Background: an optimization exercise with open tools, aiming at small area and a short achievable clock period. Do not read the settings as production practice. Only simulation tests tie the RTL to the original design; equivalence was not proved. The flow treats the clock pin as an ideal source, which a real chip does not have. Power and IR drop assume default switching activity.

==> v37: inputs <==
## mult_core_fast
module mult_core_fast (
    input                iclk        ,
    input                irst        ,
    input        [71:0]  idata       ,
    input        [71:0]  idata_kernel,
    input                icalc_en    ,
    output logic [7:0]   odata       ,
    output logic         odata_valid
);
Settings: LEC_CHECK=0, CAP_MARGIN=20, CORE_MARGIN=2, CORE_UTILIZATION=65, CTS_CLUSTER_DIAMETER=100, CTS_CLUSTER_SIZE=40, SETUP_SLACK_MARGIN=4.6, SLEW_MARGIN=20, SYNTH_HIERARCHICAL=1; clock period 8.5 ns.
standard.sh (not shown) runs the stock make flow with config.mk's settings and CLKGATE_MAP_FILE= SYNTH_SCRIPT=/design/flow/synth_recipe.tcl, a recipe that flattens the netlist after the stock synthesis.
==> flow/flow/run.sh <==
#!/bin/bash
# Standard layout, except that the port buffers are plain buf_1 cells instead of
# the default delay buffers. Each tool's output goes to its own log in this folder.
set -euo pipefail
export BUFFER_PORTS_ARGS="-buffer_cell sky130_fd_sc_hd__buf_1"
bash standard.sh > orfs_make.log 2>&1
==> v28 (differences from v37) <==
==> flow/flow/run.sh (replaced) <==
#!/bin/bash
# Standard layout with two changes:
#  - the port buffers are plain buf_1 cells instead of the default delay buffers;
#  - after clock tree synthesis, flow/skew.tcl delays the clock of the two
#    internal register banks (rp_*: products, rs_*: adder-tree rows), whose
#    inputs and outputs are all other registers, to balance the three internal
#    register-to-register stages (useful skew). Registers next to ports
#    (rin_*, ro_*, valid_pipe) keep the tree's clock.
# Each tool's output goes to its own log in this folder.
set -euo pipefail
export BUFFER_PORTS_ARGS="-buffer_cell sky130_fd_sc_hd__buf_1"
bash standard.sh cts > orfs_to_cts.log 2>&1
R=orfs/results/sky130hd/mult_core_fast/base
export SKEW_IN=$R/4_1_cts.odb
export SKEW_OUT=$R/4_1_cts.odb
export SKEW_CLASSES="rp_* sky130_fd_sc_hd__clkdlybuf4s50_1 sky130_fd_sc_hd__clkbuf_1 ; rs_* sky130_fd_sc_hd__clkdlybuf4s50_1 sky130_fd_sc_hd__clkdlybuf4s50_1"
openroad -no_splash -exit flow/skew.tcl > skew.log 2>&1
cp $R/4_1_cts.odb $R/4_cts.odb
bash standard.sh > orfs_finish.log 2>&1
==> flow/flow/skew.tcl (new file) <==
# Useful skew for internal register-to-register paths.
# Delays the clock of the registers named in SKEW_CLASSES by putting a chain of
# clock buffers between their leaf clock net and their clock pins, one chain per
# leaf net and class. Only registers whose inputs and outputs are other
# registers (no port paths) are listed.
# env: SKEW_IN, SKEW_OUT (odb files), SKEW_CLASSES: "pattern cell cell ... ; pattern cell ..."
# (the listed cells make the delay; a clkbuf sized for the sink count is added last)
read_db $::env(SKEW_IN)
set db [ord::get_db]
set block [ord::get_db_block]
set classes {}
foreach spec [split $::env(SKEW_CLASSES) ";"] {
  set spec [string trim $spec]
  if {$spec eq ""} continue
  lappend classes $spec
}
set n 0
set nets {}
foreach net [$block getNets] {
  if {[$net getSigType] eq "CLOCK"} { lappend nets $net }
}
foreach net $nets {
  foreach spec $classes {
    set pat [lindex $spec 0]
    set cells [lrange $spec 1 end]
    set sinks {}
    foreach it [$net getITerms] {
      if {[[$it getMTerm] getName] ne "CLK"} continue
      if {[string match $pat [[$it getInst] getName]]} { lappend sinks $it }
    }
    if {[llength $sinks] == 0} continue
    # centroid of the sinks
    set sx 0; set sy 0
    foreach it $sinks {
      set b [[$it getInst] getBBox]
      set sx [expr {$sx + [$b xMin]}]; set sy [expr {$sy + [$b yMin]}]
    }
    set cx [expr {int($sx / [llength $sinks])}]; set cy [expr {int($sy / [llength $sinks])}]
    set drv $net
    # the last buffer drives the sinks: size it by their number
    set k [llength $sinks]
    if {$k <= 8} { set last sky130_fd_sc_hd__clkbuf_4 } elseif {$k <= 18} { set last sky130_fd_sc_hd__clkbuf_8 } else { set last sky130_fd_sc_hd__clkbuf_16 }
    foreach cell [concat $cells $last] {
      set m [$db findMaster $cell]
      incr n
      set inst [odb::dbInst_create $block $m "skewbuf_$n"]
      set onet [odb::dbNet_create $block "skewnet_$n"]
      $onet setSigType CLOCK
      [$inst findITerm A] connect $drv
      [$inst findITerm X] connect $onet
      $inst setLocation $cx $cy
      $inst setPlacementStatus PLACED
      set drv $onet
    }
    foreach it $sinks {
      $it disconnect
      $it connect $drv
    }
    puts "skew: net [$net getName] class $pat: [llength $sinks] sinks behind [llength $cells] buffers"
  }
}
detailed_placement
check_placement -verbose
write_db $::env(SKEW_OUT)
Settings changed: SETUP_SLACK_MARGIN 4.6 to unset.
==> v38 (differences from v37) <==
==> flow/flow/run.sh (replaced) <==
#!/bin/bash
# Standard layout with two changes:
#  - the port buffers are plain buf_1 cells instead of the default delay buffers;
#  - after clock tree synthesis, flow/skew.tcl delays the clock of the two
#    internal register banks (rp_*: products, rs_*: adder-tree rows), whose
#    inputs and outputs are all other registers, to balance the three internal
#    register-to-register stages (useful skew). Registers next to ports
#    (rin_*, ro_*, valid_pipe) keep the tree's clock.
# From global routing on, timing repair keeps a hold margin (and, where set
# here, a setup margin) over the skewed clocks.
# Each tool's output goes to its own log in this folder.
set -euo pipefail
export BUFFER_PORTS_ARGS="-buffer_cell sky130_fd_sc_hd__buf_1"
bash standard.sh cts > orfs_to_cts.log 2>&1
R=orfs/results/sky130hd/mult_core_fast/base
export SKEW_IN=$R/4_1_cts.odb
export SKEW_OUT=$R/4_1_cts.odb
export SKEW_CLASSES="rp_* sky130_fd_sc_hd__clkdlybuf4s50_1 sky130_fd_sc_hd__clkbuf_1 ; rs_* sky130_fd_sc_hd__clkdlybuf4s50_1 sky130_fd_sc_hd__clkdlybuf4s50_1"
openroad -no_splash -exit flow/skew.tcl > skew.log 2>&1
cp $R/4_1_cts.odb $R/4_cts.odb
HOLD_SLACK_MARGIN=0.1 bash standard.sh > orfs_finish.log 2>&1
==> flow/flow/skew.tcl (new file) <==
# Useful skew for internal register-to-register paths.
# Delays the clock of the registers named in SKEW_CLASSES by putting a chain of
# clock buffers between their leaf clock net and their clock pins, one chain per
# leaf net and class. Only registers whose inputs and outputs are other
# registers (no port paths) are listed.
# env: SKEW_IN, SKEW_OUT (odb files), SKEW_CLASSES: "pattern cell cell ... ; pattern cell ..."
# (the listed cells make the delay; a clkbuf sized for the sink count is added last)
read_db $::env(SKEW_IN)
set db [ord::get_db]
set block [ord::get_db_block]
set classes {}
foreach spec [split $::env(SKEW_CLASSES) ";"] {
  set spec [string trim $spec]
  if {$spec eq ""} continue
  lappend classes $spec
}
set n 0
set nets {}
foreach net [$block getNets] {
  if {[$net getSigType] eq "CLOCK"} { lappend nets $net }
}
foreach net $nets {
  foreach spec $classes {
    set pat [lindex $spec 0]
    set cells [lrange $spec 1 end]
    set sinks {}
    foreach it [$net getITerms] {
      if {[[$it getMTerm] getName] ne "CLK"} continue
      if {[string match $pat [[$it getInst] getName]]} { lappend sinks $it }
    }
    if {[llength $sinks] == 0} continue
    # centroid of the sinks
    set sx 0; set sy 0
    foreach it $sinks {
      set b [[$it getInst] getBBox]
      set sx [expr {$sx + [$b xMin]}]; set sy [expr {$sy + [$b yMin]}]
    }
    set cx [expr {int($sx / [llength $sinks])}]; set cy [expr {int($sy / [llength $sinks])}]
    set drv $net
    # the last buffer drives the sinks: size it by their number
    set k [llength $sinks]
    if {$k <= 8} { set last sky130_fd_sc_hd__clkbuf_4 } elseif {$k <= 18} { set last sky130_fd_sc_hd__clkbuf_8 } else { set last sky130_fd_sc_hd__clkbuf_16 }
    foreach cell [concat $cells $last] {
      set m [$db findMaster $cell]
      incr n
      set inst [odb::dbInst_create $block $m "skewbuf_$n"]
      set onet [odb::dbNet_create $block "skewnet_$n"]
      $onet setSigType CLOCK
      [$inst findITerm A] connect $drv
      [$inst findITerm X] connect $onet
      $inst setLocation $cx $cy
      $inst setPlacementStatus PLACED
      set drv $onet
    }
    foreach it $sinks {
      $it disconnect
      $it connect $drv
    }
    puts "skew: net [$net getName] class $pat: [llength $sinks] sinks behind [llength $cells] buffers"
  }
}
detailed_placement
check_placement -verbose
write_db $::env(SKEW_OUT)
Settings changed: CTS_CLUSTER_SIZE 40 to 30, SETUP_SLACK_MARGIN 4.6 to unset.
==> v6 (differences from v37) <==
Settings changed: CTS_CLUSTER_DIAMETER 100 to unset, CTS_CLUSTER_SIZE 40 to unset, SETUP_SLACK_MARGIN 4.6 to unset.
==> comparison table <==
metric                                                                               v28              v38              v37               v6
Unrepaired setup endpoints after global routing                                       no               no              yes               no
Max VDD drop                                                                 0.0003316 V      0.0003423 V      0.0003311 V      0.0003345 V
Routed wirelength normalized by instance count                                  16.51 µm         16.44 µm         16.82 µm         16.74 µm
Core occupancy in the finished layout                                             71.65%           72.14%           71.89%           71.34%
Clock slew at reported path FFs                                                    90 ps           100 ps           120 ps            60 ps
Number of buffers created by CTS                                                      15               15               15               36
Number of standard cells in the final layout excluding fillers                     2,894            2,911            2,837            2,841
Endpoint of the most critical register-to-register path                  rp_2454$_DFF_P_  rp_2454$_DFF_P_  rp_2486$_DFF_P_  rp_2454$_DFF_P_
Power share of the combinational group                                             59.4%            59.4%            63.7%            57.4%
Fillers                                                                            2,713            2,723            2,678            2,738
Combinational group power                                                        5.66 mW          5.68 mW          6.01 mW          5.64 mW
Worst Setup EP                                                           rp_2454$_DFF_P_  rp_2454$_DFF_P_  rp_2486$_DFF_P_  rp_2454$_DFF_P_
Design Area, Final                                                           0.02555 mm²      0.02572 mm²      0.02563 mm²      0.02544 mm²
Number of nets in the layout                                                       3,098            3,116            3,041            3,027
Share of the clock period used by the worst path                                  40.43%           40.52%           44.88%           48.33%
DR WL met2                                                                     23,880 µm        23,780 µm        24,150 µm        23,590 µm
Data arrival time of the critical path                                           4530 ps          4530 ps          4240 ps          4520 ps
Power per standard cell area                                                373.4 mW/mm²     371.7 mW/mm²     367.6 mW/mm²     386.4 mW/mm²
Status                                                          finished with violations  no timing/DRC/antenna violations  no timing/DRC/antenna violations  no timing/DRC/antenna violations
Reasons for failing layout checks                                    negative hold slack                -                -                -
Wire length of the first global-routing pass                                   80,330 µm        80,070 µm        79,190 µm        80,540 µm
Switching pwr                                                                   3.985 mW         3.958 mW         4.012 mW         3.981 mW
Overall power of the completed layout                                           9.540 mW         9.560 mW         9.424 mW         9.829 mW
Count of non-CTS buffers in the layout                                               247              265              190              155

==> sierra: inputs <==
mult_core_fast, a different RTL version from the one above (not shown whole).
clock: 8.5 ns
lec_check: 0
cap_margin: 20
core_margin: 2
core_utilization: 65
cts_cluster_diameter: 100
cts_cluster_size: 30
slew_margin: 20
synth_hierarchical: 1
==> flow/flow/run.sh <==
#!/bin/bash
set -euo pipefail
export BUFFER_PORTS_ARGS="-buffer_cell sky130_fd_sc_hd__buf_1"
bash standard.sh cts > orfs_to_cts.log 2>&1
R=orfs/results/sky130hd/mult_core_fast/base
export SKEW_IN=$R/4_1_cts.odb
export SKEW_OUT=$R/4_1_cts.odb
export SKEW_CLASSES="rp_* sky130_fd_sc_hd__clkdlybuf4s50_1 sky130_fd_sc_hd__clkbuf_1 ; rs_* sky130_fd_sc_hd__clkdlybuf4s50_1 sky130_fd_sc_hd__clkdlybuf4s50_1"
openroad -no_splash -exit flow/skew.tcl > skew.log 2>&1
cp $R/4_1_cts.odb $R/4_cts.odb
HOLD_SLACK_MARGIN=0.1 SETUP_SLACK_MARGIN=5.5 bash standard.sh > orfs_finish.log 2>&1
Other scripts of this flow, unchanged in this note and not shown: flow/flow/skew.tcl
==> amber (differences from sierra) <==
--- a/flow/flow/run.sh
+++ b/flow/flow/run.sh
@@ -10,2 +10,2 @@
 cp $R/4_1_cts.odb $R/4_cts.odb
-HOLD_SLACK_MARGIN=0.1 SETUP_SLACK_MARGIN=5.5 bash standard.sh > orfs_finish.log 2>&1
+HOLD_SLACK_MARGIN=0.1 SETUP_SLACK_MARGIN=5.3 bash standard.sh > orfs_finish.log 2>&1
==> results.txt <==
status complete, no violations; WL/cell between 15 and 20 um; share of layout cells above drive strength 1 0.113; f_max approximately 320 MHz; P_comb 5.96 mW; clock network area share 0.0168
-- figures above: amber

==> results.txt <==
status complete, no violations; clock network area share 0.0159; WL/cell between 15 and 20 um; share of layout cells above drive strength 1 0.189; non-clock inverter count in the final layout 27; P_comb between 6 and 7 mW; port bufs ~160; Flop+latch power roughly 2.6 mW; Tot GR Track Use 0.263; CTS H-tree lvls 1
-- figures above: sierra


==> run F <==
RTL: one of the versions met above, not the one the previous note started from.
// mult_core_fast
module mult_core_fast (
    input                iclk        ,
    input                irst        ,
    input        [71:0]  idata       ,
    input        [71:0]  idata_kernel,
    input                icalc_en    ,
    output logic [7:0]   odata       ,
    output logic         odata_valid
);
    logic rin_1;
    logic rin_2;
    logic rin_3;
    logic rin_4;
    logic rin_5;
    logic rin_6;
    logic rin_7;
    logic rin_8;
    logic rin_9;
    logic rin_10;
    logic rin_11;
    logic rin_12;
    logic rin_13;
    logic rin_14;
    logic rin_15;
    logic rin_16;
    logic rin_17;
    logic rin_18;
    logic rin_19;
    logic rin_20;
    logic rin_21;
    logic rin_22;
    logic rin_23;
    logic rin_24;
    logic rin_25;
    logic rin_26;
    logic rin_27;
    logic rin_28;
    logic rin_29;
    logic rin_30;
    logic rin_31;
    logic rin_32;
    logic rin_33;
    logic rin_34;
    logic rin_35;
    logic rin_36;
    logic rin_37;
    logic rin_38;
    logic rin_39;
    logic rin_40;
    logic rin_41;
    logic rin_42;
    logic rin_43;
    logic rin_44;
    logic rin_45;
    logic rin_46;
    logic rin_47;
    logic rin_48;
    logic rin_49;
    logic rin_50;
    logic rin_51;
    logic rin_52;
    logic rin_53;
    logic rin_54;
    logic rin_55;
    logic rin_56;
    logic rin_57;
    logic rin_58;
    logic rin_59;
    logic rin_60;
    logic rin_61;
    logic rin_62;
    logic rin_63;
    logic rin_64;
    logic rin_65;
    logic rin_66;
    logic rin_67;
    logic rin_68;
    logic rin_69;
    logic rin_70;
    logic rin_71;
    logic rin_72;
    logic rin_73;
    logic rin_74;
    logic rin_75;
    logic rin_76;
    logic rin_77;
  ...
export LEC_CHECK = 0
export CAP_MARGIN = 20
export CORE_MARGIN = 2
export CORE_UTILIZATION = 65
export CTS_CLUSTER_DIAMETER = 100
export CTS_CLUSTER_SIZE = 30
export SETUP_SLACK_MARGIN = 4.6
export SLEW_MARGIN = 20
export SYNTH_HIERARCHICAL = 1
create_clock -name core_clock -period 8.5 [get_ports {iclk}]
==> flow/flow/run.sh <==
#!/bin/bash
# Standard layout, except that the port buffers are plain buf_1 cells instead of
# the default delay buffers. Each tool's output goes to its own log in this folder.
set -euo pipefail
export BUFFER_PORTS_ARGS="-buffer_cell sky130_fd_sc_hd__buf_1"
bash standard.sh > orfs_make.log 2>&1
==> inputs of run P, as changes to run F <==
==> flow/flow/run.sh (replaced) <==
#!/bin/bash
# Standard layout with two changes:
#  - the port buffers are plain buf_1 cells instead of the default delay buffers;
#  - after clock tree synthesis, flow/skew.tcl delays the clock of the two
#    internal register banks (rp_*: products, rs_*: adder-tree rows), whose
#    inputs and outputs are all other registers, to balance the three internal
#    register-to-register stages (useful skew). Registers next to ports
#    (rin_*, ro_*, valid_pipe) keep the tree's clock.
# From global routing on, timing repair keeps a hold margin (and, where set
# here, a setup margin) over the skewed clocks.
# Each tool's output goes to its own log in this folder.
set -euo pipefail
export BUFFER_PORTS_ARGS="-buffer_cell sky130_fd_sc_hd__buf_1"
bash standard.sh cts > orfs_to_cts.log 2>&1
R=orfs/results/sky130hd/mult_core_fast/base
export SKEW_IN=$R/4_1_cts.odb
export SKEW_OUT=$R/4_1_cts.odb
export SKEW_CLASSES="rp_* sky130_fd_sc_hd__clkdlybuf4s50_1 sky130_fd_sc_hd__clkbuf_1 ; rs_* sky130_fd_sc_hd__clkdlybuf4s50_1 sky130_fd_sc_hd__clkdlybuf4s50_1"
openroad -no_splash -exit flow/skew.tcl > skew.log 2>&1
cp $R/4_1_cts.odb $R/4_cts.odb
HOLD_SLACK_MARGIN=0.1 SETUP_SLACK_MARGIN=5.2 bash standard.sh > orfs_finish.log 2>&1
==> flow/flow/skew.tcl (new file) <==
# Useful skew for internal register-to-register paths.
# Delays the clock of the registers named in SKEW_CLASSES by putting a chain of
# clock buffers between their leaf clock net and their clock pins, one chain per
# leaf net and class. Only registers whose inputs and outputs are other
# registers (no port paths) are listed.
# env: SKEW_IN, SKEW_OUT (odb files), SKEW_CLASSES: "pattern cell cell ... ; pattern cell ..."
# (the listed cells make the delay; a clkbuf sized for the sink count is added last)
read_db $::env(SKEW_IN)
set db [ord::get_db]
set block [ord::get_db_block]
set classes {}
foreach spec [split $::env(SKEW_CLASSES) ";"] {
  set spec [string trim $spec]
  if {$spec eq ""} continue
  lappend classes $spec
}
set n 0
set nets {}
foreach net [$block getNets] {
  if {[$net getSigType] eq "CLOCK"} { lappend nets $net }
}
foreach net $nets {
  foreach spec $classes {
    set pat [lindex $spec 0]
    set cells [lrange $spec 1 end]
    set sinks {}
    foreach it [$net getITerms] {
      if {[[$it getMTerm] getName] ne "CLK"} continue
      if {[string match $pat [[$it getInst] getName]]} { lappend sinks $it }
    }
    if {[llength $sinks] == 0} continue
    # centroid of the sinks
    set sx 0; set sy 0
    foreach it $sinks {
      set b [[$it getInst] getBBox]
      set sx [expr {$sx + [$b xMin]}]; set sy [expr {$sy + [$b yMin]}]
    }
    set cx [expr {int($sx / [llength $sinks])}]; set cy [expr {int($sy / [llength $sinks])}]
    set drv $net
    # the last buffer drives the sinks: size it by their number
    set k [llength $sinks]
    if {$k <= 8} { set last sky130_fd_sc_hd__clkbuf_4 } elseif {$k <= 18} { set last sky130_fd_sc_hd__clkbuf_8 } else { set last sky130_fd_sc_hd__clkbuf_16 }
    foreach cell [concat $cells $last] {
      set m [$db findMaster $cell]
      incr n
      set inst [odb::dbInst_create $block $m "skewbuf_$n"]
      set onet [odb::dbNet_create $block "skewnet_$n"]
      $onet setSigType CLOCK
      [$inst findITerm A] connect $drv
      [$inst findITerm X] connect $onet
      $inst setLocation $cx $cy
      $inst setPlacementStatus PLACED
      set drv $onet
    }
    foreach it $sinks {
      $it disconnect
      $it connect $drv
    }
    puts "skew: net [$net getName] class $pat: [llength $sinks] sinks behind [llength $cells] buffers"
  }
}
detailed_placement
check_placement -verbose
write_db $::env(SKEW_OUT)
Settings changed: SETUP_SLACK_MARGIN 4.6 to not set.
==> inputs of run K, as changes to run F <==
Settings changed: CTS_CLUSTER_SIZE 30 to 40, SETUP_SLACK_MARGIN 4.6 to not set.
==> flow_summary.json <==
{
  "routed_wl_um": 48300,
  "layout_min_cycle_time_ns": 3.21,
  "clk_pin_slew_ns": 0.09,
  "intPower_uw": 5690,
  "peakVddDrop_v": 0.000339,
  "pwr_density_cell_nw_per_um2": 371,
  "clkLatencyLatePin_ns": 1.61,
  "status": "complete, no violations",
  "seqCellArea_um2": 6560,
  "nets": 3131
}
Source of the figures above: run P

==> flow_summary.json <==
{
  "pwr_density_cell_nw_per_um2": 368,
  "path_class": "reg2reg",
  "routed_wl_um": 47300,
  "intPower_uw": 5420,
  "clk_pin_slew_ns": 0.11,
  "status": "complete, no violations",
  "nets": 3027,
  "peakVddDrop_v": 0.000350,
  "clkLatencyLatePin_ns": 0.52,
  "seqCellArea_um2": 6740,
  "crit_chain": "nand2_1, fa_1, fa_1, fa_1, fa_1, ha_4, nand4_1, or3b_4, a31oi_2, o31a_2, a21oi_1, xnor2_1",
  "layout_min_cycle_time_ns": 3.81,
  "clock_area_frac": 0.0194
}
Source of the figures above: run F

==> flow_summary.json <==
{
  "status": "complete, no violations",
  "nets": 3006,
  "seqCellArea_um2": 6430,
  "p_sw_uw": 3850,
  "tightest_slew_ns": 0.403,
  "endpoint": "rp_2454$_DFF_P_",
  "synthSimpleGateAreaFrac": 0.153,
  "intPower_uw": 5180,
  "routed_wl_um": 46300,
  "top_layer_used": "met4",
  "peakVddDrop_v": 0.000330,
  "routedWlPerCell_um": 16.5,
  "netlist_area_um2": 23500
}
Source of the figures above: run K

port drivers added, routing unchanged:
Ports are ideal in the flow. The routed layouts listed here were re-timed in OpenROAD.
Step 1 assumes that a clkbuf_16 drives the clock port and a buf_2 every other input.
Step 2, shift: input delay + t, output delay - t, t = (earliest + latest rising clock arrival at the registers) / 2. This alone moves slack from input paths to output paths.
Three values: ideal, step 1, step 2; two values: the first two.
| run | shift t [ns] | slack for setup (ns) | worst hold slack (ns) | latest minus earliest clock arrival (ns) | worst slew at a driven data input, ns |
|---|---|---|---|---|---|
| v37 | 0.572 | 4.685 / 4.685 / 4.685 | 0.452 / 0.452 / 0.452 | 0.021 / 0.020 | 0.04 |
| v28 | 1.112 | 5.063 / 5.063 / 5.063 | -0.012 / -0.012 / -0.012 | 1.167 / 1.168 | 0.04 |
| v38 | 1.098 | 5.056 / 5.056 / 5.056 | 0.077 / 0.077 / 0.077 | 1.151 / 1.151 | 0.04 |
| v6 | 0.591 | 4.392 / 4.392 / 4.392 | 0.441 / 0.441 / 0.441 | 0.020 / 0.020 | 0.04 |
| sierra | 1.107 | 5.327 / 5.327 / 5.327 | 0.085 / 0.085 / 0.085 | 1.153 / 1.154 | 0.04 |
| amber | 1.111 | 5.330 / 5.330 / 5.330 | 0.069 / 0.069 / 0.069 | 1.161 / 1.161 | 0.04 |
| run F | 0.570 | 4.693 / 4.693 / 4.693 | 0.451 / 0.451 / 0.451 | 0.019 / 0.019 | 0.04 |
| run P | 1.095 | 5.287 / 5.287 / 5.287 | 0.110 / 0.110 / 0.110 | 1.151 / 1.151 | 0.04 |
| run K | 0.570 | 4.372 / 4.372 / 4.372 | 0.452 / 0.452 / 0.452 | 0.020 / 0.020 | 0.04 |
In 5 of these runs the clock reaches the registers at very different times; t lies between them, and the last value is a rough guide only.
